Background: an optimization exercise with open tools, aiming at small area. Do not read the settings as production practice. Where RTL was checked, it was by simulation tests only, not by an equivalence proof against the original. No functional check of the RTL was part of runs 1 and 4. Power figures rest on the tool's default switching activity, not on a simulated workload.

===== flow/design.v =====
module lab5 (input clk, SWO, input [15:0] IR_in, output logic [3:0] OPCODE, output logic [7:0] PC, alu_out, W_REG);
localparam logic [2:0] IF0 = 3'd0, ID = 3'd1, FD = 3'd2, EX = 3'd3, RWB = 3'd4, IF = 3'd5, ID0 = 3'd6;
logic [2:0] state;
logic [3:0] OP, RA, RB, RD;
logic [7:0] A, B;
logic ph;
logic [7:0] S0 [0:7];
logic [7:0] S1 [0:7];
assign OP = IR_in[15:12];
assign RA = IR_in[11:8];
assign RB = IR_in[7:4];
assign RD = IR_in[3:0];
assign OPCODE = OP;
logic [7:0] ap, aq, asum;
logic [8:0] ac;
logic ge_s;
always_comb begin
  if (state == IF) begin
    ap = PC;
    aq = (OP == 4'd14 && ge_s) ? {4'b0, RD} : 8'd1;
    ac[0] = 1'b0;
  end else begin
    case (OP)
      4'd5:    ap = A & {8{B[0]}};
      4'd7:    ap = 8'h00;
      4'd8:    ap = 8'hFF;
      default: ap = A;
    endcase
    case (OP)
      4'd3:    aq = {4'b0, RB};
      4'd4, 4'd14: aq = ~B;
      4'd5:    aq = (A << 1) & {8{B[1]}};
      default: aq = B;
    endcase
    ac[0] = (OP == 4'd4) || (OP == 4'd7) || (OP == 4'd14);
  end
  for (int i = 0; i < 8; i++) begin
    asum[i] = ap[i] ^ aq[i] ^ ac[i];
    ac[i+1] = (ap[i] & aq[i]) | (ap[i] & ac[i]) | (aq[i] & ac[i]);
  end
end
logic [7:0] mul;
always_comb begin
  logic [7:0] acc, row;
  logic c;
  acc = asum;
  for (int i = 2; i < 8; i++) begin
    row = (A << i) & {8{B[i]}};
    c = 1'b0;
    for (int j = i; j < 8; j++) begin
      logic s;
      s = acc[j] ^ row[j] ^ c;
      c = (acc[j] & row[j]) | (acc[j] & c) | (row[j] & c);
      acc[j] = s;
    end
  end
  mul = acc;
end
logic [7:0] quo;
always_comb begin
  logic [7:0] r, x, d;
  logic [8:0] c;
  logic bnz;
  r = 8'b0;
  for (int k = 7; k >= 1; k--) begin
    x = {r[6:0], A[k]};
    c[0] = 1'b1;
    for (int i = 0; i < 8 - k; i++) begin
      d[i] = x[i] ^ ~B[i] ^ c[i];
      c[i+1] = (x[i] & ~B[i]) | (x[i] & c[i]) | (~B[i] & c[i]);
    end
    quo[k] = c[8-k] && ((B >> (8 - k)) == 8'b0);
    r = 8'b0;
    for (int i = 0; i < 8 - k; i++) r[i] = quo[k] ? d[i] : x[i];
  end
  quo[0] = {r[6:0], A[0]} >= B;
  bnz = |B;
  quo = quo & {8{bnz}};
end
always_comb begin
  case (OP)
    4'd1:  alu_out = {RA, RB};
    4'd2, 4'd3, 4'd4, 4'd7, 4'd8: alu_out = asum;
    4'd5:  alu_out = mul;
    4'd6:  alu_out = quo;
    4'd9:  alu_out = ~(ap | aq);
    4'd10: alu_out = ~(ap & aq);
    4'd11: alu_out = ap ^ aq;
    4'd12: alu_out = ~aq;
    default: alu_out = 8'b0;
  endcase
  if (state == IF) alu_out = W_REG;
end
logic wr;
assign wr = (state == EX || state == RWB) && (RD[0] != ph) && !(OP == 4'd13 || OP == 4'd14 || OP == 4'd15);
always_ff @(posedge clk) ge_s <= ac[8];
logic [7:0] pc_next;
assign pc_next = (OP == 4'd13) ? {RA, RB} : asum;
logic clr;
assign clr = (state == IF0) || (state == ID0);
logic [7:0] rda, rdb;
always_comb begin
  rda = (RA[0] ^ ph) ? S1[RA[3:1]] : S0[RA[3:1]];
  rdb = (RB[0] ^ ph) ? S1[RB[3:1]] : S0[RB[3:1]];
end
always_ff @(posedge clk or posedge SWO) begin
  if (SWO) begin
    state <= IF0;
    PC <= 8'b0;
    W_REG <= 8'b0;
    A <= 8'b0;
    B <= 8'b0;
    ph <= 1'b0;
  end else begin
    W_REG <= alu_out;
    A <= clr ? 8'b0 : rda;
    B <= clr ? 8'b0 : rdb;
    ph <= ~ph;
    if (state == IF) PC <= pc_next;
    case (state)
      IF0:     state <= ID0;
      IF:      state <= ID;
      ID, ID0: state <= FD;
      FD:      state <= EX;
      EX:      state <= RWB;
      default: state <= (OP == 4'd0) ? RWB : IF;
    endcase
  end
end
logic [7:0] ld, hold;
always_comb
  for (int m = 0; m < 8; m++) begin
    ld[m] = wr && RD[3:1] == 3'(m);
    hold[m] = !ld[m] && !clr;
  end
always_ff @(posedge clk) begin
  for (int m = 0; m < 8; m++) begin
    S1[m] <= S0[m];
    S0[m] <= (W_REG & {8{ld[m]}}) | (S1[m] & {8{hold[m]}});
  end
end
endmodule

===== flow/flow/run.sh =====
#!/bin/bash
# Own layout flow: the standard flow (standard.sh) with three changes.
#  - Synthesis maps the logic with an area-oriented ABC script (flow/abc_area.script)
#    and without Yosys's full-adder extraction; registers are mapped exactly as in the
#    standard synthesis (same script, same dfflibmap step).
#  - Port buffers use the smallest buffer cell.
#  - Clock tree synthesis uses small clock buffers and no dummy loads.
# Each make call's full output goes to a log file in the work folder.
set -euo pipefail
W=$PWD
rm -rf "$W/scripts_area"
cp -r "$FLOW_HOME/scripts" "$W/scripts_area"
cp "$W/flow/abc_area.script" "$W/scripts_area/abc_area.script"
KNOBS=(SCRIPTS_DIR="$W/scripts_area" ADDER_MAP_FILE= ABC_AREA=1
  BUFFER_PORTS_ARGS="-buffer_cell sky130_fd_sc_hd__buf_1"
  CTS_ARGS="-sink_clustering_enable -repair_clock_nets -dont_use_dummy_load -buf_list sky130_fd_sc_hd__clkbuf_8")
bash standard.sh "${KNOBS[@]}" synth > "$W/log_synth.txt" 2>&1
bash standard.sh "${KNOBS[@]}" finish > "$W/log_layout.txt" 2>&1

===== flow/flow/abc_area.script =====
strash
dch -f
&get -n
&dch -f
&nf -R 1000
&put
topo

===== flow/standard.sh =====
#!/bin/bash
# synth_recipe.tcl (not shown) runs the flow's synth.tcl, then flattens the netlist and writes it again
# the make line also repeats each setting of config.mk as NAME=value (left out here)
make -C /OpenROAD-flow-scripts/flow DESIGN_CONFIG=/design/flow/config.mk WORK_HOME=/design/flow/orfs CLKGATE_MAP_FILE= SYNTH_SCRIPT=/design/flow/synth_recipe.tcl "${@:-finish}"

===== flow/config.mk =====
export PLATFORM = sky130hd
export DESIGN_NAME = lab5
export DESIGN_NICKNAME = lab5
export VERILOG_FILES = /design/flow/design.v
export SDC_FILE = /design/flow/constraint.sdc
export NUM_CORES = 4
export LEC_CHECK = 0
export ABC_AREA = 1
export CAP_MARGIN = 20
export CELL_PAD_IN_SITES_DETAIL_PLACEMENT = 1
export CELL_PAD_IN_SITES_GLOBAL_PLACEMENT = 1
export CORE_MARGIN = 2
export CORE_UTILIZATION = 35
export SLEW_MARGIN = 20

===== flow/constraint.sdc =====
create_clock -name core_clock -period 17.0 [get_ports {clk}]
set_input_delay 3.4000 -clock core_clock [delete_from_list [all_inputs] [get_ports {clk}]]
set_output_delay 3.4000 -clock core_clock [all_outputs]
set_load 0.01 [all_outputs]

==> results of run 1 <==
-- metrics by stage --
stage	hold slack [ps]	total power, mW	std cells	utilization, %
final	346.9	1.733	1318	40.00
after CTS	344.0	1.711	1316	39.92
after global routing	364.5	1.856	1318	40.00
after detailed placement	359.1	1.494	1299	38.92
after global placement	357.6	1.479	1299	38.92
after floorplan	348.9	1.174	907	-
-- critical path, delay by kind of cell, from the launching register on --
kind / cells / cell delay [ps]
xor gates and xnor gates: 2 / 350
and+or+nand+nor: 18 / 2490
DFF: 1 / 540
adders and majority gates: 8 / 2840
buffers and inverters: 2 / 270
AOI/OAI and AO/OA: 24 / 5600
-- registers in the layout (all words and copies together), names as in the netlist --
signal / count
A: 8
ph: 1
ge_s: 1
PC: 8
S0: 64
S1: 64
W_REG: 8
B: 8
state: 3
-- repair_timing --
item,in CTS,in global routing
hold endpoints to repair,0,0
setup endpoints to repair,0,2
resized for setup,0,6
buffers inserted,0,2
-- power breakdown --
group / internal (mW) / switching [mW]
Combinational: 0.347 / 0.640
Clock: 0.0885 / 0.128
Sequential: 0.441 / 0.0894
Total: 0.876 / 0.858
-- how the worst max path moves through the flow --
stage	from	endpoint	slack, ps	depth (start not counted)
floorplan	B[2]	alu_out[0]	2670	53
global placement	B[5]	alu_out[0]	1170	53
detailed placement	B[5]	alu_out[0]	510	53
CTS	B[5]	alu_out[0]	10	53
global route	B[5]	alu_out[0]	7	54
finish	B[5]	alu_out[0]	1060	54
-- placed cells by master (no fill, tap or decap), types with 15 or more instances in the layout --
master	netlist	routed
nor3_1	29	27
a221oi_1	38	38
buf_4	4	34
nor2_1	110	107
dfrtp_1	36	36
xor2_1	18	18
a22o_1	64	64
dfxtp_1	129	129
o21ai_0	66	62
buf_1	0	45
and3_1	44	44
clkbuf_8	0	17
a222oi_1	64	64
nand2_1	71	71
clkinv_1	15	15
xnor2_1	43	43
a21oi_1	48	48
-- layout make-up --
type / instances / area [um^2] / area share, %
clock buffer: 17 / 234.0 / 2.507
tap: 319 / 399.1 / 4.276
sequential: 165 / 3483 / 37.32
inverter: 15 / 56.30 / 0.6032
timing repair buffer: 79 / 424.2 / 4.544
multi-input combinational: 723 / 4737 / 50.75
-- logic make-up (layout without fill, tap and decap cells) --
kind of cell,count (synthesis),after routing
AO/OA/AOI/OAI,336,336
XOR/XNOR,61,61
adder cells (fa/ha/maj),11,11
buffers and inverters,19,111
flip-flops,165,165
multiplexers,2,2
AND/OR/NAND/NOR,313,313
-- metal layers --
layer / vias to the layer above / wire (um) / GRT usage, %
li1: 3756 / - / -
met1: 4171 / 14880 / 36.97
met2: 368 / 16390 / 46.72
met3: 62 / 2321 / 4.572
met4: 0 / 811 / 7.662
met5: - / 0 / 0
==> out/metrics.csv, run 1 <==
stage,metric,value,unit
worst_setup_path,critPathMaxStageDelay,540,ps
timing,fmax,0.06274,GHz
yosys,synth_compound_area_share,30.68,%
yosys,yosys-top-cells-area,"dfxtp_1 (31%), dfrtp_1 (11%), a222oi_1 (7.8%)",
die,start_util,35.38,%
finish,drive_gt1_share,6.306,%
clock_tree,numCtsBuffers,17,
job,drv_cap,0,
die,die_area,24830,um^2
routing,finalWirelength,34.41,mm
die,die_w,157.6,um
timing,min_period,15940,ps
yosys,yosys-top-cells-count,"dfxtp_1 (129), nor2_1 (110), nand2_1 (71), o21ai_0 (66)",
yosys,muxShareOfSynthArea,0.2577,%
worst_setup_path,cp.required,13600,ps
global_route,grt_antenna_before_repair,0,
clock_tree,cts_tree,yes,
routing,drc_errors,0,
place,port_buffers,45,
yosys,synth_top_family_by_area,compound AO/OA/AOI/OAI gates,
routing,drtAntennaViolNets,0,
finish,final_area,9334,um^2
yosys,ys_warn_count,3,
worst_setup_path,rr_startpoint,B[5],
routing,dr_total_vias,8357,
global_route,grt_pass1_vias,8110,
yosys,synth_adder_area_share,1.334,%
timing,final_max_slew_viol_count,0,
routing,via_per_inst,6.341,
timing,final.setup.worst_slack,1061,ps
timing,fin_skew,49.32,ps
routing,dr.pass1.iters,8,
power_and_ir_drop,peakVddDrop,0.00008299,V
place,hpwl,23.72,mm
yosys,synth_fp_nets,925,
worst_setup_path,cp_max_fo,12,
timing,hold_violations,0,
clock_tree,clk_pin_slew_worst_paths,110,ps
worst_setup_path,critPathArrivalTime,12540,ps
worst_setup_path,end_kind,output pin,
power_and_ir_drop,powerDensity,185.7,nW/um^2
clock_tree,cts-root-buf,clkbuf_8,
place,dpl_worst_slack,510.8,ps
yosys,synth_simple_gate_area_share,18.01,%
yosys,postSynth.asyncResetShare,21.82,%
run_status,run_status,finished clean,
hold_path,hold_class,flop to flop,
timing,report.final.setup_viol,0,
timing,slew_headroom,20.27,%
finish,fillers,2725,
yosys,synth_top_area_cell,dfxtp_1,
place,place_area,9080,um^2
timing,tightest_slew,1192,ps
yosys,avgSynthCellArea,9.101,um^2
routing,wl_per_cell,26.11,um
clock_tree,cts.sinks,165,
worst_setup_path,path_common_cell,nor2_1,
die,pin_count,46,
routing,drtIter0Drc,1010,
finish,layout.nets,1019,
worst_setup_path,reg2reg_to,W_REG[0],
yosys,ys_seq_area_share,42.20,%
hold_path,holdCritStartpoint,S0[6][3],
yosys,ys_types,45,
global_route,grt_pass1_wl,51.05,mm
hold_path,worstHoldEndpoint,S1[6][3],
worst_setup_path,crit_slowest_cell,dfrtp_1,
clock_tree,ctsLongestPathBuffers,2,
timing,grt_setup_unrepaired,false,
hold_path,hold_depth,0,
clock_tree,htreeDepth,4,
clock_tree,holdBufCountCts,0,
die,rows,56,
worst_setup_path,start_kind,flop,
place,gp_congestion,0.8523,
yosys,synth_top_area_share,31.29,%
yosys,ys_ff_latch,165,
power_and_ir_drop,leakage,3.392,nW
timing,fin_tns_setup,0,ps
yosys,yosysMostFrequentCell,dfxtp_1,
die,coreArea,23330,um^2
yosys,synth-edff-count,0,
yosys,syn-cell-area,8254,um^2
global_route,gr-total-overflow,0,
worst_setup_path,rrSetupSlack,4930,ps
yosys,yosys.area_share.xor_xnor,6.473,%
global_route,grt_util_all_layers,27.79,%
clock_tree,clock_latency,470,ps
yosys,syn_inst,907,
finish,syn2layout_area_growth,13.08,%
worst_setup_path,r2r_cells,53,
timing,post-route-period-util,93.76,%
die,die_h,157.6,um
global_route,grt_max_degree,35,
yosys,ys_dominant_reg_cell,dfxtp_1,
finish,diodes,0,
worst_setup_path,path_class,flop to output pin,
==> inputs of run 2 (changes only) <==
--- a/flow/design.v
+++ b/flow/design.v
@@ -66,12 +66,12 @@
     x = {r[6:0], A[k]};
     c[0] = 1'b1;
     for (int i = 0; i < 8 - k; i++) begin
-      d[i] = x[i] ^ ~B[i] ^ c[i];
+      d[i] = ~B[i] ^ c[i];
       c[i+1] = (x[i] & ~B[i]) | (x[i] & c[i]) | (~B[i] & c[i]);
     end
     quo[k] = c[8-k] && ((B >> (8 - k)) == 8'b0);
     r = 8'b0;
-    for (int i = 0; i < 8 - k; i++) r[i] = quo[k] ? d[i] : x[i];
+    for (int i = 0; i < 8 - k; i++) r[i] = x[i] ^ (d[i] & quo[k]);
   end
   quo[0] = {r[6:0], A[0]} >= B;
   bnz = |B;
==> flow/flow/abc_area.script (replaced) <==
strash
dch -f
&get -n
&dch -f
&nf -R 1000
&put
strash
dch -f
&get -n
&dch -f
&nf -R 1000
&put
topo
==> out/metrics.csv, run 2 <==
stage,metric,value,unit,change
die,die_area,24520,um^2,was 24830 um^2
yosys,avgSynthCellArea,9.208,um^2,was 9.101 um^2
routing,via_per_inst,6.450,,was 6.341
clock_tree,cts.sinks,165,,unchanged
hold_path,hold_class,flop to flop,,unchanged
hold_path,holdCritStartpoint,S0[4][3],,was S0[6][3]
worst_setup_path,crit_slowest_cell,dfrtp_1,,unchanged
die,die_w,156.6,um,was 157.6 um
worst_setup_path,cp.required,13600,ps,about the same
yosys,ys_warn_count,3,,unchanged
routing,wl_per_cell,27.33,um,was 26.11 um
yosys,yosys-top-cells-count,"dfxtp_1 (129), nor2_1 (101), nand2_1 (83), a22o_1 (71), a222oi_1 (61)",,"was dfxtp_1 (129), nor2_1 (110), nand2_1 (71), o21ai_0 (66)"
timing,report.final.setup_viol,0,,unchanged
timing,fmax,0.06466,GHz,was 0.06274 GHz
power_and_ir_drop,clkPwrFrac,13.8,%,was 12.5%
yosys,synth_fp_nets,903,,was 925
timing,final_max_slew_viol_count,0,,unchanged
routing,dr.pass1.iters,8,,unchanged
yosys,ys_types,42,,was 45
power_and_ir_drop,powerDensity,174.2,nW/um^2,was 185.7 nW/um^2
worst_setup_path,startpoint,B[5],,unchanged
place,hpwl,23.92,mm,was 23.72 mm
yosys,syn-cell-area,8149,um^2,was 8254 um^2
timing,fin_tns_setup,0,ps,unchanged
die,coreArea,22780,um^2,was 23330 um^2
global_route,grt_pass1_wl,52.47,mm,was 51.05 mm
timing,post-route-period-util,90.98,%,was 93.76%
yosys,synth_top_area_cell,dfxtp_1,,unchanged
finish,final_common_cell,dfxtp_1,,unchanged
power_and_ir_drop,combPwrFrac,53.9,%,was 56.9%
routing,drc_errors,0,,unchanged
die,start_util,35.78,%,was 35.38%
yosys,yosysMostFrequentCell,dfxtp_1,,unchanged
routing,drtIter0Drc,977,,was 1010
worst_setup_path,end_kind,output pin,,unchanged
worst_setup_path,critPathMaxStageDelay,550,ps,was 540 ps
finish,layout.nets,994,,was 1019
timing,min_period,15470,ps,was 15940 ps
global_route,grt_antenna_before_repair,0,,unchanged
clock_tree,cts_tree,yes,,unchanged
timing,fin_skew,29.53,ps,was 49.32 ps
run_status,run_status,finished clean,,unchanged
finish,post-route-util,40.41,%,was 40.00%
worst_setup_path,cp_max_fo,13,,was 12
finish,syn2layout_area_growth,12.96,%,was 13.08%
yosys,syn_inst,885,,was 907
clock_tree,cts-root-buf,clkbuf_8,,unchanged
yosys,yosys-top-cells-area,"dfxtp_1 (32%), dfrtp_1 (11%), a22o_1 (7.6%)",,"was dfxtp_1 (31%), dfrtp_1 (11%), a222oi_1 (7.8%)"
finish,reg_top3,"S0: 64 flops, S1: 64 flops",,unchanged
finish,fillers,2693,,was 2725
worst_setup_path,critPathArrivalTime,12070,ps,was 12540 ps
clock_tree,clock_latency,470,ps,about the same
worst_setup_path,start_kind,flop,,unchanged
power_and_ir_drop,leakage,3.224,nW,was 3.392 nW
clock_tree,htreeDepth,4,,unchanged
power_and_ir_drop,p_int,811.5,uW,was 875.8 uW
global_route,grt_max_degree,33,,was 35
timing,hold_violations,0,,unchanged
power_and_ir_drop,switchingPower,791.7,uW,was 857.7 uW
power_and_ir_drop,p_seq_share,32.3,%,was 30.6%
power_and_ir_drop,peakVddDrop,0.00007015,V,was 0.00008299 V
finish,diodes,0,,unchanged
clock_tree,clk_pin_slew_worst_paths,90,ps,was 110 ps
yosys,ys_seq_area_share,42.75,%,was 42.20%
worst_setup_path,path_class,flop to output pin,,unchanged
yosys,ys_dominant_reg_cell,dfxtp_1,,unchanged
yosys,synth_top_area_share,31.69,%,was 31.29%
yosys,ys_ff_latch,165,,unchanged
worst_setup_path,rr_startpoint,B[5],,unchanged
routing,drtAntennaViolNets,0,,unchanged
place,gp_congestion,0.8968,,was 0.8523
die,pin_count,46,,unchanged
job,drv_cap,0,,unchanged
timing,grt_setup_unrepaired,false,,unchanged
routing,finalWirelength,35.18,mm,was 34.41 mm
finish,mostFrequentLayoutCells,"dfxtp_1 (129), nor2_1 (100), nand2_1 (83)",,"was dfxtp_1 (129), nor2_1 (107), nand2_1 (71)"
global_route,grt_util_all_layers,28.93,%,was 27.79%
timing,tightest_slew,1125,ps,was 1192 ps
power_and_ir_drop,switching_share,49.38,%,was 49.48%
worst_setup_path,path_common_cell,nor2_1,,unchanged
worst_setup_path,cp_num_buf_inv,1,,was 2
die,die_h,156.6,um,was 157.6 um
clock_tree,numCtsBuffers,17,,unchanged
worst_setup_path,cp_top_family,simple AND/OR/NAND/NOR gates,,was compound AO/OA/AOI/OAI gates
global_route,gr-total-overflow,0,,unchanged
place,port_buffers,45,,unchanged
global_route,grt_pass1_vias,8388,,was 8110
routing,dr_total_vias,8301,,was 8357
timing,slew_headroom,24.73,%,was 20.27%
yosys,synth-edff-count,0,,unchanged
yosys,postSynth.asyncResetShare,21.82,%,unchanged
clock_tree,holdBufCountCts,0,,unchanged
die,rows,55,,was 56
clock_tree,ctsLongestPathBuffers,2,,unchanged
finish,drive_gt1_share,6.057,%,was 6.306%
[run 2: cell count changes in the layout (fill, tap and decap cells not counted), sizes merged, moves of 4 or more]
cell,before,now
nand2,71,83
a22oi,11,7
a31o,0,16
a22o,64,71
maj3,11,4
a31oi,5,20
or3,1,5
nor3,29,15
and3,44,8
nor2,110,101
a211oi,3,7
o21ai,66,50
xnor2,43,35
[run 2: worst register-to-register path: cells and delay by family (launching register included)]
kind	cells	cell delay [ps]
AO/OA/AOI/OAI	25	4690
AND/OR/NAND/NOR	35	5630
flip-flops	1	550
XOR/XNOR	3	540
[run 2: power by group through the flow]
| stage | Clock, mW | Sequential (mW) | Combinational [mW] |
|---|---|---|---|
| floorplan | 0 | 0.500 | 0.565 |
| global placement | 0 | 0.524 | 0.839 |
| detailed placement | 0 | 0.525 | 0.844 |
| CTS | 0.222 | 0.517 | 0.850 |
| global route | 0.242 | 0.525 | 0.945 |
| finish | 0.222 | 0.518 | 0.864 |
[run 2: cells by family (layout without fill, tap and decap cells)]
group	after synthesis	in the layout	synth area share (%)
AO/OA/AOI/OAI	362	362	33.98
AND/OR/NAND/NOR	280	280	15.81
flip-flops	165	165	42.75
XOR/XNOR	55	55	5.911
buffers and inverters	19	108	1.059
adder cells (fa/ha/maj)	4	4	0.4913
[run 2: timing repair]
action,CTS,global route
endpoints found under the setup margin,0,1
setup buffers,0,0
resized for setup,0,3
[run 2: metrics by stage]
step	total power, mW	setup WS [ps]	instance area [um^2]	instances	hold slack, ps
6_report	1.603	1534	9205	1287	361.1
3_5_place_dp	1.369	1664	8955	1270	359.6
4_1_cts	1.588	1167	9189	1287	360.1
5_1_grt	1.712	17.86	9205	1287	366.6
3_3_place_gp	1.364	1445	8955	1270	358.3
2_1_floorplan	1.065	4045	8149	885	348.9
[run 2: final timing paths]
path | end | slack, ps | depth (start not counted)
setup / recovery | alu_out[0] | 1530 | 64
hold / removal | S1[4][3] | 360 | 0
setup reg to reg | W_REG[0] | 5440 | 63
hold reg to reg | S1[4][3] | 360 | 0
max in group asynchronous | A[4] | 13570 | 3
min in group asynchronous | PC[5] | 2780 | 2
[run 2: per-layer routing]
| layer | GRT usage [%] | routed length (um) | share of wire, % |
|---|---|---|---|
| met1 | 37.58 | 15070 | 43 |
| met2 | 47.72 | 16340 | 46 |
| met3 | 4.403 | 2356 | 6.7 |
| met4 | 12.63 | 1402 | 4.0 |
| met5 | 0 | 0 | 0 |
[run 2: area by class of cell]
| class | instances | area, um^2 | share of cell area [%] |
|---|---|---|---|
| Inverter | 15 | 56.30 | 0.6117 |
| Timing Repair Buffer | 76 | 401.6 | 4.363 |
| Multi-Input combinational cell | 701 | 4638 | 50.39 |
| Tap cell | 313 | 391.6 | 4.254 |
| Sequential cell | 165 | 3483 | 37.84 |
| Clock buffer | 17 | 234.0 | 2.542 |
==> inputs of run 3 (changes only) <==
==> flow/flow/abc_area.script (replaced) <==
strash
dch -f
&get -n
&dch -f
&nf -R 1000
&put
topo
==> out/metrics.csv, run 3 <==
stage,metric,value,unit,change
run_status,run_status,finished clean,,unchanged
yosys,synth_fp_nets,909,,was 903
yosys,ys_dominant_reg_cell,dfxtp_1,,unchanged
die,rows,55,,unchanged
yosys,yosysMostFrequentCell,dfxtp_1,,unchanged
place,hpwl,23.49,mm,was 23.92 mm
global_route,grt_max_degree,37,,was 33
finish,multiInputGateArea,4654,um^2,was 4638 um^2
routing,drc_errors,0,,unchanged
power_and_ir_drop,peakVddDrop,0.00006152,V,was 0.00007015 V
worst_setup_path,critPathMaxStageDelay,570,ps,was 550 ps
global_route,grt_util_all_layers,28.62,%,was 28.93%
timing,hold_violations,0,,unchanged
power_and_ir_drop,powerDensity,180.3,nW/um^2,was 174.2 nW/um^2
hold_path,holdCritStartpoint,S0[1][4],,was S0[4][3]
hold_path,hold_depth,0,,unchanged
yosys,ys_types,45,,was 42
timing,final_max_slew_viol_count,0,,unchanged
worst_setup_path,rr_startpoint,B[5],,unchanged
finish,layout.nets,999,,was 994
worst_setup_path,end_kind,output pin,,unchanged
global_route,grt_pass1_wl,52.06,mm,was 52.47 mm
timing,fin_tns_setup,0,ps,unchanged
worst_setup_path,start_kind,flop,,unchanged
timing,min_period,15580,ps,was 15470 ps
job,drv_cap,0,,unchanged
power_and_ir_drop,p_total,1.663,mW,was 1.603 mW
routing,finalWirelength,34.51,mm,was 35.18 mm
clock_tree,post-cts-setup-buffers,0,,unchanged
timing,grt_setup_unrepaired,false,,unchanged
worst_setup_path,cp_max_fo,13,,unchanged
worst_setup_path,path_class,flop to output pin,,unchanged
place,port_buffers,45,,unchanged
finish,diodes,0,,unchanged
yosys,syn-cell-area,8187,um^2,was 8149 um^2
finish,reg_top3,"S0: 64 flops, S1: 64 flops",,unchanged
die,die_area,24630,um^2,was 24520 um^2
timing,report.final.setup_viol,0,,unchanged
yosys,synth_top_area_share,31.55,%,was 31.69%
die,die_h,156.9,um,was 156.6 um
yosys,synth_top_area_cell,dfxtp_1,,unchanged
yosys,ys_warn_count,3,,unchanged
clock_tree,cts-root-buf,clkbuf_8,,unchanged
hold_path,hold_class,flop to flop,,unchanged
global_route,gr-total-overflow,0,,unchanged
hold_path,worstHoldEndpoint,S1[1][4],,was S1[4][3]
clock_tree,clock_latency,460,ps,was 470 ps
global_route,grt_pass1_vias,8292,,was 8388
worst_setup_path,reg2reg_to,W_REG[0],,unchanged
die,start_util,35.94,%,was 35.78%
timing,slew_headroom,14.72,%,was 24.73%
place,place_area,8987,um^2,was 8955 um^2
routing,drtIter0Drc,985,,was 977
yosys,yosys-top-cells-area,"dfxtp_1 (32%), dfrtp_1 (11%), a222oi_1 (8.1%)",,"was dfxtp_1 (32%), dfrtp_1 (11%), a22o_1 (7.6%)"
worst_setup_path,cp.required,13600,ps,about the same
finish,mostFrequentLayoutCells,"dfxtp_1 (129), nand2_1 (94), nor2_1 (89)",,"was dfxtp_1 (129), nor2_1 (100), nand2_1 (83)"
clock_tree,htreeDepth,4,,unchanged
place,gp_congestion,0.8447,,was 0.8968
routing,dr_total_vias,8348,,was 8301
power_and_ir_drop,leakage,3.312,nW,was 3.224 nW
yosys,synth-edff-count,0,,unchanged
die,die_w,156.9,um,was 156.6 um
worst_setup_path,critPathArrivalTime,12180,ps,was 12070 ps
yosys,ys_ff_latch,165,,unchanged
routing,dr.pass1.iters,9,,was 8
worst_setup_path,path_common_cell,nor2_1,,unchanged
clock_tree,ctsLongestPathBuffers,2,,unchanged
timing,post-route-period-util,91.64,%,was 90.98%
finish,ff_latch_area,3483,um^2,unchanged
die,pin_count,46,,unchanged
routing,via_per_inst,6.461,,was 6.450
worst_setup_path,rrSetupSlack,5370,ps,was 5440 ps
timing,fmax,0.06419,GHz,was 0.06466 GHz
finish,final_area,9221,um^2,was 9205 um^2
finish,fillers,2674,,was 2693
yosys,avgSynthCellArea,9.188,um^2,was 9.208 um^2
yosys,ys_seq_area_share,42.55,%,was 42.75%
timing,tightest_slew,1275,ps,was 1125 ps
yosys,yosys-top-cells-count,"dfxtp_1 (129), nand2_1 (94), nor2_1 (91), a22o_1 (71), a222oi_1 (66)",,"was dfxtp_1 (129), nor2_1 (101), nand2_1 (83), a22o_1 (71), a222oi_1 (61)"
worst_setup_path,crit_slowest_cell,o21ai_0,,was dfrtp_1
worst_setup_path,r2r_cells,61,,was 63
finish,syn2layout_area_growth,12.64,%,was 12.96%
clock_tree,cts_tree,yes,,unchanged
routing,drtAntennaViolNets,0,,unchanged
clock_tree,clk_pin_slew_worst_paths,110,ps,was 90 ps
die,coreArea,22780,um^2,unchanged
clock_tree,cts.sinks,165,,unchanged
yosys,syn_inst,891,,was 885
finish,final_common_cell,dfxtp_1,,unchanged
routing,wl_per_cell,26.71,um,was 27.33 um
timing,fin_skew,43.71,ps,was 29.53 ps
global_route,grt_antenna_before_repair,1,,was 0
yosys,postSynth.asyncResetShare,21.82,%,unchanged
finish,drive_gt1_share,5.822,%,was 6.057%
clock_tree,numCtsBuffers,17,,unchanged
run 3: metal layers:
| layer | global-route usage, % | share of wire (%) |
|---|---|---|
| met1 | 36.94 | 43 |
| met2 | 46.07 | 46 |
| met3 | 4.873 | 6.7 |
| met5 | 0 | 0.038 |
| met4 | 14.64 | 4.8 |
run 3: worst max-delay path, delay by kind of cell, from the launching register on:
kind	cells	cell delay [ps]
compound gates	25	5630
simple gates	30	4290
flops	1	520
buf+inv	2	240
xor+xnor	2	340
fa+ha+maj	3	790
run 3: through the flow:
| step | worst slack [ps] | utilization [%] | std cells | hold slack [ps] |
|---|---|---|---|---|
| after floorplan | 3932 | - | 891 | 348.9 |
| after global placement | 2349 | 39.45 | 1275 | 357.4 |
| after detailed placement | 1884 | 39.46 | 1275 | 360.1 |
| after CTS | 1311 | 40.48 | 1292 | 355.7 |
| after global routing | 163.9 | 40.48 | 1292 | 368.1 |
| final | 1422 | 40.48 | 1292 | 364.0 |
run 3: worst max-delay path by stage:
stage	from	end	slack [ps]	cells past startpoint
after floorplan	B[6]	alu_out[0]	3930	59
after global placement	B[5]	alu_out[0]	2350	62
after detailed placement	B[5]	alu_out[0]	1880	62
after CTS	B[5]	alu_out[0]	1310	62
after global routing	B[5]	alu_out[0]	160	60
final	B[5]	alu_out[0]	1420	62
run 3: final cells by class:
class,instances,share of cell area [%]
multi-input cells,705,50.47
flip-flops and latches,165,37.77
repair buffers,75,4.274
well taps,313,4.247
clock buffers,17,2.537
inverters,17,0.6920
run 3: repair_timing:
item                                    4_1_cts  5_1_grt
endpoints found under the setup margin        0        1
hold buffers                                  0        0
hold endpoints to repair                      0        0
gates resized for setup                       0        1
run 3: cells by family (layout without fill, tap and decap cells):
family          count (synthesis)  in the layout  share of synthesized area (%)
fa+ha+maj                       9              9                          1.100
xor+xnor                       59             59                          6.312
buf+inv                        21            109                          1.146
flops                         165            165                          42.55
compound gates                338            338                          31.94
simple gates                  299            299                          16.95
run 3: report_power, final:
part	leakage (nW)	switching, mW	internal (mW)
registers	1.50	0.0890	0.441
clock network	0.122	0.128	0.0885
logic	1.69	0.598	0.318
total	3.31	0.816	0.847
==> inputs of run 4 (changes only) <==
--- a/flow/design.v
+++ b/flow/design.v
@@ -14,6 +14,7 @@
 logic [7:0] ap, aq, asum;
 logic [8:0] ac;
 logic ge_s;
+logic [7:0] div_x;
 always_comb begin
   if (state == IF) begin
     ap = PC;
@@ -22,17 +23,18 @@
   end else begin
     case (OP)
       4'd5:    ap = A & {8{B[0]}};
+      4'd6:    ap = div_x;
       4'd7:    ap = 8'h00;
       4'd8:    ap = 8'hFF;
       default: ap = A;
     endcase
     case (OP)
       4'd3:    aq = {4'b0, RB};
-      4'd4, 4'd14: aq = ~B;
+      4'd4, 4'd6, 4'd14: aq = ~B;
       4'd5:    aq = (A << 1) & {8{B[1]}};
       default: aq = B;
     endcase
-    ac[0] = (OP == 4'd4) || (OP == 4'd7) || (OP == 4'd14);
+    ac[0] = (OP == 4'd4) || (OP == 4'd6) || (OP == 4'd7) || (OP == 4'd14);
   end
   for (int i = 0; i < 8; i++) begin
     asum[i] = ap[i] ^ aq[i] ^ ac[i];
@@ -66,14 +68,15 @@
     x = {r[6:0], A[k]};
     c[0] = 1'b1;
     for (int i = 0; i < 8 - k; i++) begin
-      d[i] = ~B[i] ^ c[i];
+      d[i] = x[i] ^ ~B[i] ^ c[i];
       c[i+1] = (x[i] & ~B[i]) | (x[i] & c[i]) | (~B[i] & c[i]);
     end
     quo[k] = c[8-k] && ((B >> (8 - k)) == 8'b0);
     r = 8'b0;
-    for (int i = 0; i < 8 - k; i++) r[i] = x[i] ^ (d[i] & quo[k]);
+    for (int i = 0; i < 8 - k; i++) r[i] = quo[k] ? d[i] : x[i];
   end
-  quo[0] = {r[6:0], A[0]} >= B;
+  div_x = {r[6:0], A[0]};
+  quo[0] = ac[8];
   bnz = |B;
   quo = quo & {8{bnz}};
 end
==> out/metrics.csv, run 4 <==
stage,metric,value,unit,change
timing,slew_headroom,14.28,%,was 14.72%
run_status,run_status,finished clean,,unchanged
die,die_h,158.5,um,was 156.9 um
worst_setup_path,path_class,flop to output pin,,unchanged
power_and_ir_drop,leakage,3.797,nW,was 3.312 nW
routing,drc_errors,0,,unchanged
yosys,yosys-top-cells-area,"dfxtp_1 (31%), dfrtp_1 (11%), a222oi_1 (7.5%)",,"was dfxtp_1 (32%), dfrtp_1 (11%), a222oi_1 (8.1%)"
die,rows,56,,was 55
routing,drtAntennaViolNets,0,,unchanged
worst_setup_path,cp_max_fo,7,,was 13
die,die_area,25120,um^2,was 24630 um^2
timing,tightest_slew,1281,ps,was 1275 ps
place,hpwl,25.06,mm,was 23.49 mm
finish,mostFrequentLayoutCells,"dfxtp_1 (129), nand2_1 (96), nor2_1 (86), buf_4 (86), a22o_1 (67)",,"was dfxtp_1 (129), nand2_1 (94), nor2_1 (89)"
finish,final_common_cell,dfxtp_1,,unchanged
yosys,yosysMostFrequentCell,dfxtp_1,,unchanged
yosys,synth-edff-count,0,,unchanged
routing,wl_per_cell,27.20,um,was 26.71 um
yosys,ys_ff_latch,165,,unchanged
clock_tree,cts_tree,yes,,unchanged
worst_setup_path,path_common_cell,maj3_2,,was nor2_1
routing,drtIter0Drc,1166,,was 985
finish,fillers,2714,,was 2674
clock_tree,clk_pin_slew_worst_paths,80,ps,was 110 ps
finish,final_area,10280,um^2,was 9221 um^2
finish,diodes,0,,unchanged
finish,syn2layout_area_growth,23.04,%,was 12.64%
timing,hold_violations,0,,unchanged
routing,dr.pass1.iters,9,,unchanged
finish,drive_gt1_share,19.27,%,was 5.822%
timing,fmax,0.06124,GHz,was 0.06419 GHz
global_route,grt_pass1_wl,55.15,mm,was 52.06 mm
timing,fin_skew,32.47,ps,was 43.71 ps
place,dp_cells,1342,,was 1275
yosys,synth_top_area_share,30.92,%,was 31.55%
global_route,grt_antenna_before_repair,1,,unchanged
clock_tree,ctsLongestPathBuffers,2,,unchanged
clock_tree,cts-root-buf,clkbuf_8,,unchanged
global_route,grt_pass1_vias,8849,,was 8292
yosys,ys_dominant_reg_cell,dfxtp_1,,unchanged
finish,reg_top3,"S0: 64 flops, S1: 64 flops",,unchanged
yosys,syn-cell-area,8353,um^2,was 8187 um^2
worst_setup_path,crit_slowest_cell,dfrtp_1,,was o21ai_0
clock_tree,cts.sinks,165,,unchanged
worst_setup_path,critPathArrivalTime,12930,ps,was 12180 ps
die,pin_count,46,,unchanged
timing,min_period,16330,ps,was 15580 ps
die,coreArea,23470,um^2,was 22780 um^2
place,place_area,9329,um^2,was 8987 um^2
timing,report.final.setup_viol,0,,unchanged
finish,layout.nets,1094,,was 999
global_route,grt_util_all_layers,29.98,%,was 28.62%
place,port_buffers,45,,unchanged
global_route,grt_max_degree,37,,unchanged
clock_tree,holdBufCountCts,0,,unchanged
yosys,postSynth.asyncResetShare,21.82,%,unchanged
routing,dr_total_vias,8891,,was 8348
finish,final_cell_count_no_fill,1393,,was 1292
routing,finalWirelength,37.90,mm,was 34.51 mm
yosys,synth_fp_nets,947,,was 909
power_and_ir_drop,powerDensity,196.0,nW/um^2,was 180.3 nW/um^2
worst_setup_path,end_kind,output pin,,unchanged
die,die_w,158.5,um,was 156.9 um
worst_setup_path,critPathMaxStageDelay,390,ps,was 570 ps
clock_tree,numCtsBuffers,17,,unchanged
timing,post-route-period-util,96.05,%,was 91.64%
yosys,ys_seq_area_share,41.70,%,was 42.55%
yosys,yosys-top-cells-count,"dfxtp_1 (129), nor2_1 (104), nand2_1 (101), a22o_1 (67), o21ai_0 (65)",,"was dfxtp_1 (129), nand2_1 (94), nor2_1 (91), a22o_1 (71), a222oi_1 (66)"
worst_setup_path,start_kind,flop,,unchanged
worst_setup_path,cp.required,13600,ps,about the same
die,start_util,35.59,%,was 35.94%
global_route,gr-total-overflow,0,,unchanged
yosys,syn_inst,929,,was 891
hold_path,hold_class,flop to flop,,unchanged
place,gp_congestion,0.8664,,was 0.8447
power_and_ir_drop,p_total,2.014,mW,was 1.663 mW
timing,fin_tns_setup,0,ps,unchanged
clock_tree,clock_latency,450,ps,was 460 ps
yosys,synth_top_area_cell,dfxtp_1,,unchanged
power_and_ir_drop,peakVddDrop,0.0001281,V,was 0.00006152 V
timing,final_max_slew_viol_count,0,,unchanged
yosys,avgSynthCellArea,8.991,um^2,was 9.188 um^2
clock_tree,htreeDepth,4,,unchanged
job,drv_cap,0,,unchanged
yosys,ys_types,43,,was 45
routing,via_per_inst,6.383,,was 6.461
yosys,ys_warn_count,3,,unchanged
==> run 4: cell count changes after synthesis, sizes merged, moves of 5 or more <==
| cell | delta |
|---|---|
| a21oi | +23 |
| nor2 | +13 |
| nor3 | -11 |
| o21ai | +9 |
| xnor2 | +8 |
| nand2 | +7 |
| a221oi | -6 |
| nor3b | -6 |
| or3 | -5 |
==> run 4: worst max-delay path: cells and delay by family, from the launching register on <==
| family | cells | cell delay, ps |
|---|---|---|
| compound gates | 34 | 5430 |
| buf+inv | 6 | 730 |
| simple gates | 22 | 2830 |
| xor+xnor | 6 | 860 |
| fa+ha+maj | 7 | 2270 |
| flops | 1 | 390 |
==> run 4: cell families (layout without fill, tap and decap cells) <==
group | after synthesis | in the layout | share of synthesized area, %
compound gates | 362 | 362 | 32.26
simple gates | 297 | 297 | 15.80
flops | 165 | 165 | 41.70
xor+xnor | 67 | 67 | 7.025
buf+inv | 21 | 166 | 1.123
fa+ha+maj | 11 | 11 | 1.318
mux | 6 | 6 | 0.7639
==> run 4: what timing repair did <==
| action | in CTS | in global routing |
|---|---|---|
| buffers inserted | 21 | 13 |
| endpoints found under the setup margin | 3 | 4 |
| resized for setup | 31 | 90 |
| pin swaps | 16 | 44 |
==> run 4: final cells by class <==
class                      instances  area (um^2)  share of cell area [%]
clock buffer                      17        234.0                   2.277
inverter                          17        63.81                  0.6209
multi-input combinational        743         5270                   51.28
sequential                       165         3483                   33.89
tap                              319        399.1                   3.884
timing repair buffer             132        827.0                   8.047
==> run 4: per-stage QoR <==
stage / hold WS [ps] / util (%) / setup WS, ps
after detailed placement: 359.0 / 39.74 / -402.6
after CTS: 355.1 / 41.89 / 23.03
final: 359.1 / 43.78 / 671.3
after floorplan: 348.9 / - / 144.7
after global placement: 355.8 / 39.73 / 99.48
after global routing: 364.5 / 43.78 / -192.1
==> run 4: power breakdown <==
part,total [mW],switching (mW),internal (mW),leakage (nW)
combinational,1.27,0.756,0.515,2.17
clock,0.219,0.130,0.0887,0.122
sequential,0.525,0.0839,0.441,1.50
==> run 4: path summary, 6_finish.rpt <==
path | startpoint | end | slack [ps] | cells past startpoint
max | B[7] | alu_out[6] | 670 | 75
min | S0[5][5] | S1[5][5] | 360 | 0
max reg2reg | B[7] | W_REG[6] | 4550 | 74
min reg2reg | S0[5][5] | S1[5][5] | 360 | 0
max in group asynchronous | SWO | A[7] | 13580 | 3
min in group asynchronous | SWO | W_REG[0] | 3030 | 3
==> run 4: routing by layer <==
layer / GRT usage (%) / wire [um] / part of all wire (%) / vias to the layer above
li1: - / - / - / 3917
met1: 37.71 / 15510 / 41 / 4427
met2: 50.19 / 18020 / 48 / 449
met3: 5.280 / 2671 / 7.0 / 98
met4: 13.69 / 1698 / 4.5 / 0
met5: 0 / 0 / 0 / -
==> inputs of run 5 (changes only) <==
--- a/flow/design.v
+++ b/flow/design.v
@@ -14,7 +14,6 @@
 logic [7:0] ap, aq, asum;
 logic [8:0] ac;
 logic ge_s;
-logic [7:0] div_x;
 always_comb begin
   if (state == IF) begin
     ap = PC;
@@ -23,18 +22,17 @@
   end else begin
     case (OP)
       4'd5:    ap = A & {8{B[0]}};
-      4'd6:    ap = div_x;
       4'd7:    ap = 8'h00;
       4'd8:    ap = 8'hFF;
       default: ap = A;
     endcase
     case (OP)
       4'd3:    aq = {4'b0, RB};
-      4'd4, 4'd6, 4'd14: aq = ~B;
+      4'd4, 4'd14: aq = ~B;
       4'd5:    aq = (A << 1) & {8{B[1]}};
       default: aq = B;
     endcase
-    ac[0] = (OP == 4'd4) || (OP == 4'd6) || (OP == 4'd7) || (OP == 4'd14);
+    ac[0] = (OP == 4'd4) || (OP == 4'd7) || (OP == 4'd14);
   end
   for (int i = 0; i < 8; i++) begin
     asum[i] = ap[i] ^ aq[i] ^ ac[i];
@@ -68,15 +66,14 @@
     x = {r[6:0], A[k]};
     c[0] = 1'b1;
     for (int i = 0; i < 8 - k; i++) begin
-      d[i] = x[i] ^ ~B[i] ^ c[i];
+      d[i] = ~B[i] ^ c[i];
       c[i+1] = (x[i] & ~B[i]) | (x[i] & c[i]) | (~B[i] & c[i]);
     end
     quo[k] = c[8-k] && ((B >> (8 - k)) == 8'b0);
     r = 8'b0;
-    for (int i = 0; i < 8 - k; i++) r[i] = quo[k] ? d[i] : x[i];
+    for (int i = 0; i < 8 - k; i++) r[i] = x[i] ^ (d[i] & quo[k]);
   end
-  div_x = {r[6:0], A[0]};
-  quo[0] = ac[8];
+  quo[0] = {r[6:0], A[0]} >= B;
   bnz = |B;
   quo = quo & {8{bnz}};
 end
==> flow/flow/run.sh (replaced) <==
#!/bin/bash
# Own layout flow: the standard flow (standard.sh) with three changes.
#  - Synthesis maps the logic with an area-oriented ABC script (flow/abc_area.script)
#    and extracts only full adders (half adders are left to ABC: the half-adder cells
#    are added to the don't-use list); registers are mapped exactly as in the
#    standard synthesis (same script, same dfflibmap step).
#  - Port buffers use the smallest buffer cell.
#  - Clock tree synthesis uses small clock buffers and no dummy loads.
# Each make call's full output goes to a log file in the work folder.
set -euo pipefail
W=$PWD
rm -rf "$W/scripts_area"
cp -r "$FLOW_HOME/scripts" "$W/scripts_area"
cp "$W/flow/abc_area.script" "$W/scripts_area/abc_area.script"
DONT_USE=$(printf 'include %s\nprint:\n\t@echo $(DONT_USE_CELLS)\n' "$FLOW_HOME/platforms/sky130hd/config.mk" | make -s -f - print)
KNOBS=(SCRIPTS_DIR="$W/scripts_area" ABC_AREA=1
  DONT_USE_CELLS="$DONT_USE sky130_fd_sc_hd__ha_1 sky130_fd_sc_hd__ha_2 sky130_fd_sc_hd__ha_4"
  BUFFER_PORTS_ARGS="-buffer_cell sky130_fd_sc_hd__buf_1"
  CTS_ARGS="-sink_clustering_enable -repair_clock_nets -dont_use_dummy_load -buf_list sky130_fd_sc_hd__clkbuf_8")
bash standard.sh "${KNOBS[@]}" synth > "$W/log_synth.txt" 2>&1
bash standard.sh "${KNOBS[@]}" finish > "$W/log_layout.txt" 2>&1
==> out/metrics.csv, run 5 <==
stage,metric,value,unit,change
yosys,yosys-top-cells-area,"dfxtp_1 (32%), dfrtp_1 (11%), a222oi_1 (7.7%)",,"was dfxtp_1 (31%), dfrtp_1 (11%), a222oi_1 (7.5%)"
routing,wl_met3,2.364,mm,was 2.671 mm
power_and_ir_drop,powerDensity,177.8,nW/um^2,was 196.0 nW/um^2
routing,drc_errors,0,,unchanged
timing,timing.hold.ws,352.0,ps,was 359.1 ps
finish,layout.nets,996,,was 1094
yosys,synth-edff-count,0,,unchanged
die,die_w,156.8,um,was 158.5 um
yosys,ys_types,41,,was 43
worst_setup_path,rrSetupSlack,5550,ps,was 4550 ps
timing,grt_setup_unrepaired,false,,
timing,report.final.setup_viol,0,,unchanged
yosys,yosysMostFrequentCell,dfxtp_1,,unchanged
yosys,ys_dominant_reg_cell,dfxtp_1,,unchanged
timing,fin_tns_setup,0,ps,unchanged
yosys,syn_inst,874,,was 929
timing,fmax,0.06371,GHz,was 0.06124 GHz
worst_setup_path,critPathMaxStageDelay,810,ps,was 390 ps
place,place_area,8954,um^2,was 9329 um^2
power_and_ir_drop,p_total,1.635,mW,was 2.014 mW
power_and_ir_drop,leakage,3.255,nW,was 3.797 nW
global_route,grt_antenna_before_repair,0,,was 1
global_route,grt_max_degree,32,,was 37
yosys,synth_simple_gate_area_share,16.38,%,was 15.80%
timing,min_period,15700,ps,was 16330 ps
finish,drive_gt1_share,5.637,%,was 19.27%
finish,diodes,0,,unchanged
clock_tree,cts_resized,0,,was 31
worst_setup_path,critPathArrivalTime,12300,ps,was 12930 ps
finish,syn2layout_area_growth,12.51,%,was 23.04%
hold_path,hold_class,flop to flop,,unchanged
timing,post-route-period-util,92.34,%,was 96.05%
global_route,grt_pass1_wl,51.93,mm,was 55.15 mm
die,start_util,35.88,%,was 35.59%
place,dpl_worst_slack,1422,ps,was -402.6 ps
routing,wl_met1,14.63,mm,was 15.51 mm
routing,wl_per_cell,27.10,um,was 27.20 um
routing,routed.top_layer,met4,,unchanged
clock_tree,clk_pin_slew_worst_paths,90,ps,was 80 ps
timing,slew_headroom,21.12,%,was 14.28%
timing,final_max_slew_viol_count,0,,unchanged
yosys,synth_top_family_by_area,compound AO/OA/AOI/OAI gates,,unchanged
finish,final_area,9195,um^2,was 10280 um^2
yosys,yosys.area_share.xor_xnor,3.858,%,was 7.025%
clock_tree,numCtsBuffers,17,,unchanged
routing,finalWirelength,34.44,mm,was 37.90 mm
worst_setup_path,cp_top_family,adder cells,,was compound AO/OA/AOI/OAI gates
routing,dr_total_vias,8061,,was 8891
clock_tree,holdBufCountCts,0,,unchanged
timing,tightest_slew,1179,ps,was 1281 ps
finish,final_common_cell,dfxtp_1,,unchanged
clock_tree,ctsLongestPathBuffers,2,,unchanged
worst_setup_path,end_kind,output pin,,unchanged
worst_setup_path,cp.required,13600,ps,about the same
finish,mostFrequentLayoutCells,"dfxtp_1 (129), nand2_1 (99), nor2_1 (85)",,"was dfxtp_1 (129), nand2_1 (96), nor2_1 (86), buf_4 (86), a22o_1 (67)"
global_route,grt_util_all_layers,28.65,%,was 29.98%
die,pin_count,46,,unchanged
timing,fin_skew,30.42,ps,was 32.47 ps
yosys,ys_ff_latch,165,,unchanged
worst_setup_path,cp_max_fo,14,,was 7
yosys,synth_compound_area_share,30.31,%,was 32.26%
yosys,synth_top_area_share,31.60,%,was 30.92%
global_route,gr-total-overflow,0,,unchanged
place,dp_cells,1254,,was 1342
place,hpwl,23.43,mm,was 25.06 mm
die,die_h,156.8,um,was 158.5 um
timing,hold_violations,0,,unchanged
job,drv_cap,0,,unchanged
yosys,ys_seq_area_share,42.62,%,was 41.70%
yosys,syn-cell-area,8173,um^2,was 8353 um^2
timing,final.setup.worst_slack,1303,ps,was 671.3 ps
routing,drtAntennaViolNets,0,,unchanged
clock_tree,htreeDepth,4,,unchanged
die,rows,55,,was 56
finish,final_cell_count_no_fill,1271,,was 1393
die,die_area,24590,um^2,was 25120 um^2
clock_tree,post-cts-setup-buffers,0,,was 21
worst_setup_path,cp_num_buf_inv,5,,was 6
yosys,muxShareOfSynthArea,0.6124,%,was 0.7639%
finish,post-route-util,40.37,%,was 43.78%
die,coreArea,22780,um^2,was 23470 um^2
routing,dr.pass1.iters,9,,unchanged
clock_tree,clock_latency,460,ps,was 450 ps
yosys,ys_warn_count,3,,unchanged
routing,wl_met2,16.38,mm,was 18.02 mm
place,port_buffers,45,,unchanged
clock_tree,cts.sinks,165,,unchanged
run_status,run_status,finished clean,,unchanged
yosys,synth_adder_area_share,4.654,%,was 1.318%
worst_setup_path,path_common_cell,fa_1,,was maj3_2
worst_setup_path,start_kind,input port,,was flop
worst_setup_path,path_class,input port to output pin,,was flop to output pin
global_route,grt_pass1_vias,8141,,was 8849
worst_setup_path,crit_slowest_cell,nor3b_1,,was dfrtp_1
yosys,yosys-top-cells-count,"dfxtp_1 (129), nand2_1 (99), nor2_1 (88), a22o_1 (65), a222oi_1 (63)",,"was dfxtp_1 (129), nor2_1 (104), nand2_1 (101), a22o_1 (67), o21ai_0 (65)"
finish,fillers,2658,,was 2714
place,gp_congestion,0.9056,,was 0.8664
yosys,synth_top_area_cell,dfxtp_1,,unchanged
power_and_ir_drop,peakVddDrop,0.00005941,V,was 0.0001281 V
routing,via_per_inst,6.342,,was 6.383
finish,reg_top3,"S0: 64 flops, S1: 64 flops",,unchanged
yosys,synth_fp_nets,910,,was 947
clock_tree,cts-root-buf,clkbuf_8,,unchanged
routing,drtIter0Drc,1012,,was 1166
yosys,postSynth.asyncResetShare,21.82,%,unchanged
clock_tree,cts_tree,yes,,unchanged
yosys,avgSynthCellArea,9.351,um^2,was 8.991 um^2
[run 5: per-layer routing]
layer  vias to the layer above  GRT usage [%]
li1                       3584              -
met4                         0          11.14
met3                        75          4.542
met5                         -              0
met1                      4036          37.66
met2                       366          47.20
[run 5: final cells by class]
| type | instances | area [um^2] | area share (%) |
|---|---|---|---|
| inverters | 26 | 97.59 | 1.061 |
| flip-flops and latches | 165 | 3483 | 37.88 |
| well taps | 313 | 391.6 | 4.259 |
| multi-input cells | 679 | 4624 | 50.29 |
| clock buffers | 17 | 234.0 | 2.545 |
| repair buffers | 71 | 364.1 | 3.960 |
[run 5: where the power goes]
group	internal (mW)	total (mW)	switching (mW)
sequential	0.444	0.551	0.107
combinational	0.308	0.868	0.560
clock	0.0884	0.216	0.127
total	0.840	1.64	0.795
[run 5: final timing paths]
kind / end / from / cells past startpoint
setup / recovery: alu_out[7] / IR_in[12] / 30
hold / removal: S1[2][2] / S0[2][2] / 0
setup reg to reg: W_REG[0] / B[5] / 61
hold reg to reg: S1[2][2] / S0[2][2] / 0
max in group asynchronous: W_REG[7] / SWO / 3
min in group asynchronous: PC[7] / SWO / 2
[run 5: cell families after synthesis]
logic type	count (synthesis)
adders and majority gates	20
and+or+nand+nor	292
buffers and inverters	30
muxes	5
xor gates and xnor gates	36
AOI/OAI and AO/OA	326
DFF	165
==> inputs of run 6 (changes only) <==
==> flow/flow/abc_area.script (replaced) <==
strash
dch -f
&get -n
&dch -f
&nf -R 1000
&put
strash
dch -f
&get -n
&dch -f
&nf -R 1000
&put
topo
==> out/metrics.csv, run 6 <==
stage,metric,value,unit,change
yosys,ys_ff_latch,165,,unchanged
worst_setup_path,end_kind,output pin,,unchanged
finish,layout.nets,972,,was 996
yosys,ys_seq_area_share,42.69,%,was 42.62%
job,drv_cap,0,,unchanged
routing,routed.top_layer,met4,,unchanged
routing,drc_errors,0,,unchanged
finish,fillers,2639,,was 2658
timing,final_max_slew_viol_count,0,,unchanged
timing,fmax,0.06195,GHz,was 0.06371 GHz
yosys,yosys-top-cells-area,"dfxtp_1 (32%), dfrtp_1 (11%), a22o_1 (8.0%)",,"was dfxtp_1 (32%), dfrtp_1 (11%), a222oi_1 (7.7%)"
worst_setup_path,critPathMaxStageDelay,850,ps,was 810 ps
routing,wl_per_cell,28.39,um,was 27.10 um
routing,wl_met2,16.52,mm,was 16.38 mm
worst_setup_path,cp.required,13600,ps,about the same
die,pin_count,46,,unchanged
worst_setup_path,path_class,input port to output pin,,unchanged
routing,wl_met3,2.320,mm,was 2.364 mm
worst_setup_path,start_kind,input port,,unchanged
timing,post-route-period-util,94.95,%,was 92.34%
finish,diodes,0,,unchanged
finish,drive_gt1_share,6.852,%,was 5.637%
die,die_area,24550,um^2,was 24590 um^2
place,port_buffers,45,,unchanged
timing,hold_violations,0,,unchanged
yosys,synth_top_area_cell,dfxtp_1,,unchanged
timing,fin_tns_setup,0,ps,unchanged
global_route,gr-total-overflow,0,,unchanged
clock_tree,clock_latency,480,ps,was 460 ps
yosys,avgSynthCellArea,9.634,um^2,was 9.351 um^2
yosys,ys_dominant_reg_cell,dfxtp_1,,unchanged
yosys,syn-cell-area,8160,um^2,was 8173 um^2
worst_setup_path,cp_max_fo,12,,was 14
global_route,grt_util_all_layers,29.12,%,was 28.65%
clock_tree,ctsLongestPathBuffers,2,,unchanged
global_route,grt_pass1_vias,8532,,was 8141
power_and_ir_drop,powerDensity,174.4,nW/um^2,was 177.8 nW/um^2
routing,drtIter0Drc,1085,,was 1012
routing,wl_met1,14.57,mm,was 14.63 mm
clock_tree,holdBufCountCts,0,,unchanged
hold_path,hold_class,flop to flop,,unchanged
yosys,yosys-top-cells-count,"dfxtp_1 (129), nor2_1 (85), a22o_1 (75), nand2_1 (71), a222oi_1 (64)",,"was dfxtp_1 (129), nand2_1 (99), nor2_1 (88), a22o_1 (65), a222oi_1 (63)"
yosys,ys_warn_count,3,,unchanged
routing,dr.pass1.iters,9,,unchanged
timing,tightest_slew,1099,ps,was 1179 ps
run_status,run_status,finished clean,,unchanged
clock_tree,post-cts-setup-buffers,0,,unchanged
routing,finalWirelength,35.40,mm,was 34.44 mm
worst_setup_path,critPathArrivalTime,12740,ps,was 12300 ps
timing,fin_skew,39.78,ps,was 30.42 ps
place,dpl_worst_slack,784.0,ps,was 1422 ps
clock_tree,cts_resized,0,,unchanged
yosys,synth_top_area_share,31.65,%,was 31.60%
routing,dr_total_vias,8152,,was 8061
timing,report.final.setup_viol,0,,unchanged
yosys,postSynth.asyncResetShare,21.82,%,unchanged
worst_setup_path,crit_slowest_cell,nor2_1,,was nor3b_1
routing,via_per_inst,6.537,,was 6.342
clock_tree,clk_pin_slew_worst_paths,100,ps,was 90 ps
timing,grt_setup_unrepaired,false,,unchanged
power_and_ir_drop,peakVddDrop,0.00007053,V,was 0.00005941 V
global_route,grt_antenna_before_repair,0,,unchanged
clock_tree,cts-root-buf,clkbuf_8,,unchanged
yosys,syn_inst,847,,was 874
die,die_w,156.7,um,was 156.8 um
die,start_util,35.83,%,was 35.88%
place,gp_congestion,0.9082,,was 0.9056
clock_tree,htreeDepth,4,,unchanged
finish,syn2layout_area_growth,13.11,%,was 12.51%
finish,mostFrequentLayoutCells,"dfxtp_1 (129), nor2_1 (84), a22o_1 (75)",,"was dfxtp_1 (129), nand2_1 (99), nor2_1 (85)"
timing,slew_headroom,26.46,%,was 21.12%
yosys,synth_fp_nets,883,,was 910
finish,final_common_cell,dfxtp_1,,unchanged
clock_tree,cts_tree,yes,,unchanged
timing,final.setup.worst_slack,857.8,ps,was 1303 ps
die,rows,55,,unchanged
global_route,grt_pass1_wl,52.96,mm,was 51.93 mm
yosys,yosysMostFrequentCell,dfxtp_1,,unchanged
finish,reg_top3,"S0: 64 flops, S1: 64 flops",,unchanged
place,place_area,8967,um^2,was 8954 um^2
worst_setup_path,path_common_cell,fa_1,,unchanged
die,coreArea,22780,um^2,unchanged
routing,drtAntennaViolNets,0,,unchanged
global_route,grt_max_degree,30,,was 32
clock_tree,cts.sinks,165,,unchanged
die,die_h,156.7,um,was 156.8 um
place,dp_cells,1230,,was 1254
clock_tree,numCtsBuffers,17,,unchanged
power_and_ir_drop,p_total,1.610,mW,was 1.635 mW
finish,final_cell_count_no_fill,1247,,was 1271
yosys,synth-edff-count,0,,unchanged
power_and_ir_drop,leakage,3.283,nW,was 3.255 nW
timing,min_period,16140,ps,was 15700 ps
yosys,ys_types,47,,was 41
place,hpwl,24.23,mm,was 23.43 mm
finish,final_area,9230,um^2,was 9195 um^2
[run 6: cell type report]
cell class	instances	area, um^2	share of cell area, %
well taps	313	391.6	4.243
inverters	36	135.1	1.464
clock buffers	17	234.0	2.535
multi-input cells	642	4594	49.78
repair buffers	74	390.4	4.229
flip-flops and latches	165	3485	37.75
[run 6: path summary, 6_finish.rpt]
path	start	to	slack, ps	depth (start not counted)
setup / recovery	IR_in[12]	alu_out[7]	860	32
hold / removal	S0[3][1]	S1[3][1]	360	0
setup reg to reg	B[6]	W_REG[0]	5270	64
hold reg to reg	S0[3][1]	S1[3][1]	360	0
max in group asynchronous	SWO	A[0]	13460	3
min in group asynchronous	SWO	W_REG[7]	2840	2
[run 6: per-stage QoR]
stage	hold slack [ps]	utilization, %
6_report	357.1	40.52
5_1_grt	362.9	40.52
4_1_cts	355.9	40.40
3_5_place_dp	361.0	39.37
3_3_place_gp	357.9	39.26
2_1_floorplan	348.9	-
[run 6: kinds of logic after synthesis]
| logic type | Yosys count | synth area share, % |
|---|---|---|
| buffers and inverters | 40 | 2.024 |
| adder cells (fa/ha/maj) | 19 | 4.539 |
| AO/OA/AOI/OAI | 336 | 32.11 |
| AND/OR/NAND/NOR | 244 | 13.88 |
| multiplexers | 8 | 1.012 |
| flip-flops | 165 | 42.69 |
| XOR/XNOR | 35 | 3.757 |
[run 6: critical path, delay by kind of cell]
family,cells,cell delay (ps)
adder cells (fa/ha/maj),11,4930
buffers and inverters,8,1210
AND/OR/NAND/NOR,6,2060
AO/OA/AOI/OAI,5,880
XOR/XNOR,2,270
[run 6: layer usage]
metal | track usage [%] | vias up
li1 | - | 3523
met1 | 36.61 | 4092
met2 | 47.83 | 416
met3 | 4.514 | 121
met4 | 16.16 | 0
met5 | 0 | -
[run 6: power by group]
group          switching [mW]  internal (mW)
Combinational           0.561          0.300
Sequential             0.0925          0.433
Clock                   0.135         0.0885
Total                   0.788          0.822
==> inputs of run 7 (changes only) <==
--- a/flow/config.mk
+++ b/flow/config.mk
@@ -10,5 +10,5 @@
 export CELL_PAD_IN_SITES_DETAIL_PLACEMENT = 1
 export CELL_PAD_IN_SITES_GLOBAL_PLACEMENT = 1
 export CORE_MARGIN = 2
-export CORE_UTILIZATION = 35
+export CORE_UTILIZATION = 65
 export SLEW_MARGIN = 20
==> out/metrics.csv, run 7 <==
stage,metric,value,unit,change
run_status,run_status,aborted with a tool error,,was finished clean
run_status,haltStage,global placement,,
run_status,firstError,[ERROR GPL-0301] Utilization 101.296 % exceeds 100%.,,
yosys,yosys.area_share.xor_xnor,3.757,%,unchanged
yosys,yosys-top-cells-count,"dfxtp_1 (129), nor2_1 (85), a22o_1 (75), nand2_1 (71), a222oi_1 (64)",,unchanged
yosys,ys_seq_area_share,42.69,%,unchanged
die,start_util,67.38,%,was 35.83%
yosys,ys_warn_count,3,,unchanged
yosys,syn-cell-area,8160,um^2,unchanged
yosys,synth_adder_area_share,4.538,%,unchanged
die,die_h,116.0,um,was 156.7 um
die,pin_count,46,,unchanged
yosys,synth_top_area_share,31.65,%,unchanged
yosys,syn_inst,847,,unchanged
yosys,muxShareOfSynthArea,1.012,%,unchanged
yosys,synth_compound_area_share,32.11,%,unchanged
yosys,yosys-top-cells-area,"dfxtp_1 (32%), dfrtp_1 (11%), a22o_1 (8.0%)",,unchanged
yosys,avgSynthCellArea,9.634,um^2,unchanged
yosys,ys_dominant_reg_cell,dfxtp_1,,unchanged
place,port_buffers,45,,unchanged
yosys,ys_types,47,,unchanged
yosys,postSynth.asyncResetShare,21.82,%,unchanged
die,rows,40,,was 55
yosys,synth-edff-count,0,,unchanged
yosys,synth_top_family_by_area,compound AO/OA/AOI/OAI gates,,unchanged
yosys,synth_simple_gate_area_share,13.88,%,unchanged
die,die_w,116.0,um,was 156.7 um
yosys,synth_top_area_cell,dfxtp_1,,unchanged
yosys,ys_ff_latch,165,,unchanged
yosys,yosysMostFrequentCell,dfxtp_1,,unchanged
yosys,synth_fp_nets,883,,unchanged
-- run 7: cells by family after synthesis --
group	Yosys count
simple gates	244
fa+ha+maj	19
xor+xnor	35
flops	165
buf+inv	40
mux	8
compound gates	336

## separate check: timing with driven ports
In the flow no input, the clock included, has a driving cell. The finished layouts below were timed again as built, in two steps.
Step 1 assumes that a clkbuf_16 drives the clock port and a buf_2 every other input.
Step 2 moves the port delays by t, midway between the first and last clock arrival at a register: inputs arrive t later, outputs are due t later. That takes back most of the time a late clock gives input paths.
Three values: no drivers, after step 1, after step 2; two values: the first two.
| run | t (ns) | setup WS [ns] | worst hold slack (ns) | worst setup path at the end | slew at the worst register clock pin (ns) |
|---|---|---|---|---|---|
| run 1 | 0.484 | 1.061 / 1.018 / 1.502 | 0.347 / 0.347 / 0.347 | register to output | 0.11 / 0.11 |
| run 2 | 0.500 | 1.534 / 1.486 / 1.987 | 0.361 / 0.361 / 0.361 | register to output | 0.11 / 0.11 |
| run 3 | 0.484 | 1.422 / 1.378 / 1.862 | 0.364 / 0.364 / 0.364 | register to output | 0.11 / 0.11 |
| run 4 | 0.476 | 0.671 / 0.628 / 1.104 | 0.359 / 0.359 / 0.359 | register to output | 0.10 / 0.10 |
| run 5 | 0.488 | 1.303 / 1.279 / 1.279 | 0.352 / 0.352 / 0.352 | input to output | 0.10 / 0.10 |
| run 6 | 0.496 | 0.858 / 0.830 / 0.830 | 0.357 / 0.357 / 0.357 | input to output | 0.10 / 0.10 |
After both steps every run listed still meets setup and hold. For run 6, which loses most, drivers alone change the setup slack by -0.028 ns; drivers and shift together by -0.028 ns.
